Source: an optimization exercise on an open RTL-to-GDS flow (aim: small area). Production flows keep margins and buffers that such runs may drop.
Only simulation tests tie the RTL to the original design; equivalence was not proved.
Power figures rest on the tool's default switching activity, not on a simulated workload.

// projeto_vinho_top
module projeto_vinho_top (
    input  wire       CLOCK_50,
    input  wire       KEY0,        
    input  wire       KEY1,        
    input  wire [7:0] SW,
    output wire [9:0] LEDR,
    output wire [6:0] HEX0,
    output wire [6:0] HEX1,
    output wire [6:0] HEX2,
    output wire [6:0] HEX3
);
For scale: roughly 96 flip-flops, roughly 4500 µm² of cells after synthesis.
==> flow/config.mk <==
export PLATFORM = sky130hd
export DESIGN_NAME = projeto_vinho_top
export DESIGN_NICKNAME = projeto_vinho_top
export VERILOG_FILES = /design/flow/design.v
export SDC_FILE = /design/flow/constraint.sdc
export NUM_CORES = 4
export LEC_CHECK = 0
export CAP_MARGIN = 20
export CORE_MARGIN = 2
export CORE_UTILIZATION = 40
export PLACE_DENSITY = 0.6
export SLEW_MARGIN = 20
==> flow/constraint.sdc <==
create_clock -name core_clock -period 10.0 [get_ports {CLOCK_50}]
set_input_delay 2.0000 -clock core_clock [delete_from_list [all_inputs] [get_ports {CLOCK_50}]]
set_output_delay 2.0000 -clock core_clock [all_outputs]
set_load 0.01 [all_outputs]
run.sh (not shown) runs the stock make flow with config.mk's settings and CLKGATE_MAP_FILE= SYNTH_SCRIPT=/design/flow/synth_recipe.tcl, a recipe that flattens the netlist after the stock synthesis.
Then changed:
Settings changed: CTS_BUF_LIST from default to sky130_fd_sc_hd__clkbuf_8.
Result: Fmax drops by 0.85%. Cell count does not change. Wire length hardly moves. Total power drops by 6.4%. Worst setup slack degrades by 35 ps. Register-to-register slack barely changes. Final area drops by 2.0%. Area after synthesis stays the same. Non-clock buffer count does not change. Clock power drops by 28%.
Then changed:
Settings changed: CTS_BUF_LIST sky130_fd_sc_hd__clkbuf_8 to sky130_fd_sc_hd__clkbuf_16, CTS_CLUSTER_DIAMETER from default to 200, CTS_CLUSTER_SIZE from default to 40.
Result:
- The new run finished clean
- setup slack improves by 35 ps
- synthesized area is unchanged
- clock-buffer cell count stays the same
- design area came out higher by 2.0%
- routed wire length is unchanged
- final cell count does not change
- first-iteration DRC count came out lower by 7.5%
- global-route usage is about the same
- non-clock buffer count is unchanged
- worst hold slack degrades by 3.3 ps
- sequential power stays flat
Then changed:
Settings changed: CTS_BUF_LIST sky130_fd_sc_hd__clkbuf_16 to sky130_fd_sc_hd__clkbuf_4 sky130_fd_sc_hd__clkbuf_8, CTS_CLUSTER_DIAMETER 200 to default, CTS_CLUSTER_SIZE 40 to default.
The new run finished clean.
Setup slack loses 35 ps.
Synthesized cell count does not change.
Final area fell by about 1.8%.
Clock power fell by 26%.


projeto_vinho_top, a different RTL version from the one above (not shown whole).
For scale: about 370 cells after synthesis, about 49 I/O pins, roughly 0.0039 sq mm of cells after synthesis.
// projeto_vinho_top
module projeto_vinho_top (
    input  wire       CLOCK_50,
    input  wire       KEY0,        
    input  wire       KEY1,        
    input  wire [7:0] SW,
    output wire [9:0] LEDR,
    output wire [6:0] HEX0,
    output wire [6:0] HEX1,
    output wire [6:0] HEX2,
    output wire [6:0] HEX3
);
    wire clk   = CLOCK_50;
    wire reset = ~KEY1;
    wire sensor_nivel, aprovado_cq, reprovado_cq, sw_adicionar_rolha, pulso_start;
    debounce debounce_sensor   (.clk(clk), .reset(reset), .button_in(SW[1]), .pulse_out(sensor_nivel));
    debounce debounce_apro_cq  (.clk(clk), .reset(reset), .button_in(SW[2]), .pulse_out(aprovado_cq));
    debounce debounce_repro_cq (.clk(clk), .reset(reset), .button_in(SW[3]), .pulse_out(reprovado_cq));
    debounce debounce_add_rolha(.clk(clk), .reset(reset), .button_in(SW[7]), .pulse_out(sw_adicionar_rolha));
    debounce debounce_start    (.clk(clk), .reset(reset), .button_in(KEY0),  .pulse_out(pulso_start));
    wire alarme_rolha_vazia, dispensador_ativo;
    wire motor_ativo, valvula_ativa, vedacao_ativa, decrementar_rolha;
    wire descarte_ativo, garrafa_aprovada, posicao_cq;
    fsm_main fsm_main_inst (
        .clk(clk),
        .reset(reset),
        .cmd_iniciar(~KEY0),
        .sensor_nivel(sensor_nivel),
  ...
clock: 10.0 ns
lec_check: 0
cap_margin: 0
core_margin: 2
core_utilization: 40
cts_buf_list: sky130_fd_sc_hd__clkbuf_8
place_density: 0.6
slew_margin: 0
standard.sh (not shown) runs the stock make flow with config.mk's settings and CLKGATE_MAP_FILE= SYNTH_SCRIPT=/design/flow/synth_recipe.tcl, a recipe that flattens the netlist after the stock synthesis.
==> flow/flow/run.sh <==
#!/bin/bash
# The standard layout (standard.sh: ORFS from synthesis to the routed
# layout), with these changes:
#  - synthesis is synth_recipe.tcl unchanged except that ORFS's synth.tcl maps
#    the logic with flow/abc.script, an area-oriented ABC script, in place of
#    abc_speed.script; registers are mapped before ABC runs, so they are the
#    standard synthesis's, with the same names and cells;
#  - the port buffers that global placement inserts are sky130_fd_sc_hd__buf_1;
#  - right after global placement (flow/downsize.tcl) every logic cell starts
#    at the smallest drive strength of its function; the resizer's
#    repair_design and repair_timing later in the flow upsize whatever slew,
#    load or timing then calls for;
#  - clock tree synthesis uses clkbuf_8 buffers and inserts no dummy loads;
#  - the floorplan does not split the tie cells (SKIP_REPAIR_TIE_FANOUT).
# Each tool's full output goes to standard.log here.
set -euo pipefail
W=$PWD

sed 's|^source \$::env(SCRIPTS_DIR)/synth_preamble.tcl$|&\nset abc_args [lreplace $abc_args 1 1 '"$W"'/flow/abc.script]|' \
  "$FLOW_HOME/scripts/synth.tcl" > "$W/synth_abc.tcl"
grep -q "flow/abc.script" "$W/synth_abc.tcl"
sed 's|\$::env(SCRIPTS_DIR)/synth.tcl|'"$W"'/synth_abc.tcl|' synth_recipe.tcl > "$W/synth_recipe_abc.tcl"
grep -q "synth_abc.tcl" "$W/synth_recipe_abc.tcl"
sed 's|SYNTH_SCRIPT=[^ ]*synth_recipe.tcl|SYNTH_SCRIPT='"$W"'/synth_recipe_abc.tcl|' standard.sh > "$W/standard_abc.sh"
grep -q "synth_recipe_abc.tcl" "$W/standard_abc.sh"

export BUFFER_PORTS_ARGS="-buffer_cell sky130_fd_sc_hd__buf_1"
export POST_GLOBAL_PLACE_TCL="$W/flow/downsize.tcl"
export CTS_ARGS="-sink_clustering_enable -repair_clock_nets -buf_list sky130_fd_sc_hd__clkbuf_8 -dont_use_dummy_load"
export SKIP_REPAIR_TIE_FANOUT=1
bash "$W/standard_abc.sh" > standard.log 2>&1
==> flow/flow/abc.script <==
&get -n
&st
&syn3
&put
dch -f
amap
strash
dch -f
amap
strash
dch -f
amap
strash
dch -f
amap
Other scripts of this flow, unchanged in this note and not shown: flow/flow/downsize.tcl
The starting point completed without violations.
Then changed:
--- a/flow/flow/run.sh
+++ b/flow/flow/run.sh
@@ -6,2 +6,3 @@
-#    abc_speed.script; registers are mapped before ABC runs, so they are the
-#    standard synthesis's, with the same names and cells;
+#    abc_speed.script, and leaves adders to ABC (no extract_fa/ADDER_MAP_FILE
+#    step); registers are mapped before ABC runs, so they are the standard
+#    synthesis's, with the same names and cells;
@@ -19 +20 @@
-sed 's|^source \$::env(SCRIPTS_DIR)/synth_preamble.tcl$|&\nset abc_args [lreplace $abc_args 1 1 '"$W"'/flow/abc.script]|' \
+sed 's|^source \$::env(SCRIPTS_DIR)/synth_preamble.tcl$|&\nset abc_args [lreplace $abc_args 1 1 '"$W"'/flow/abc.script]\nunset -nocomplain ::env(ADDER_MAP_FILE)|' \
@@ -21,0 +23 @@
+grep -q "unset -nocomplain ::env(ADDER_MAP_FILE)" "$W/synth_abc.tcl"
==> flow/flow/abc.script (replaced) <==
&get -n
&st
&put
strash
dch -f
amap
strash
dch -f
amap
strash
dch -f
amap
strash
dch -f
amap
What happened: Wire length is lower by 8.3%. Hold slack hardly moves. Core utilization is higher by 0.12 points. Non-clock buffer count does not change. Worst setup slack gets worse by 0.20 ns. Total power is about the same. Final area is lower by 3.9%. Final cell count is lower by 5.0%.

## re-timing with driven ports
The flow's constraints put no driver on any port. The routed layouts listed below were extracted and timed again, unchanged, in two steps.
Step 1 (the two cells are an assumption about what drives the block):
set clk [get_ports {CLOCK_50}]
set_driving_cell -lib_cell sky130_fd_sc_hd__clkbuf_16 $clk
set_driving_cell -lib_cell sky130_fd_sc_hd__buf_2 [delete_from_list [all_inputs] $clk]
Step 2 moves the port delays by t, midway between the first and last clock arrival at a register: inputs arrive t later, outputs are due t later. That takes back most of the time a late clock gives input paths.
Three values: no drivers, after step 1, after step 2; two values: the first two.
| run | shift t [ns] | slack for setup (ns) | worst register clock-pin slew, ns | cell pins on the clock port's net |
|---|---|---|---|---|
| the first run of note 1 | 0.361 | 5.857 / 5.820 / 6.182 | 0.07 / 0.07 | 1 |
| the second run of note 1 | 0.382 | 5.822 / 5.790 / 6.172 | 0.09 / 0.09 | 1 |
| the third run of note 1 | 0.360 | 5.857 / 5.821 / 6.181 | 0.07 / 0.07 | 1 |
| the fourth run of note 1 | 0.382 | 5.822 / 5.790 / 6.172 | 0.09 / 0.09 | 1 |
| the first run of note 2 | 0.374 | 5.892 / 5.859 / 6.233 | 0.09 / 0.09 | 1 |
| the second run of note 2 | 0.370 | 5.690 / 5.659 / 6.029 | 0.09 / 0.09 | 1 |
After both steps every run listed still meets setup and hold.
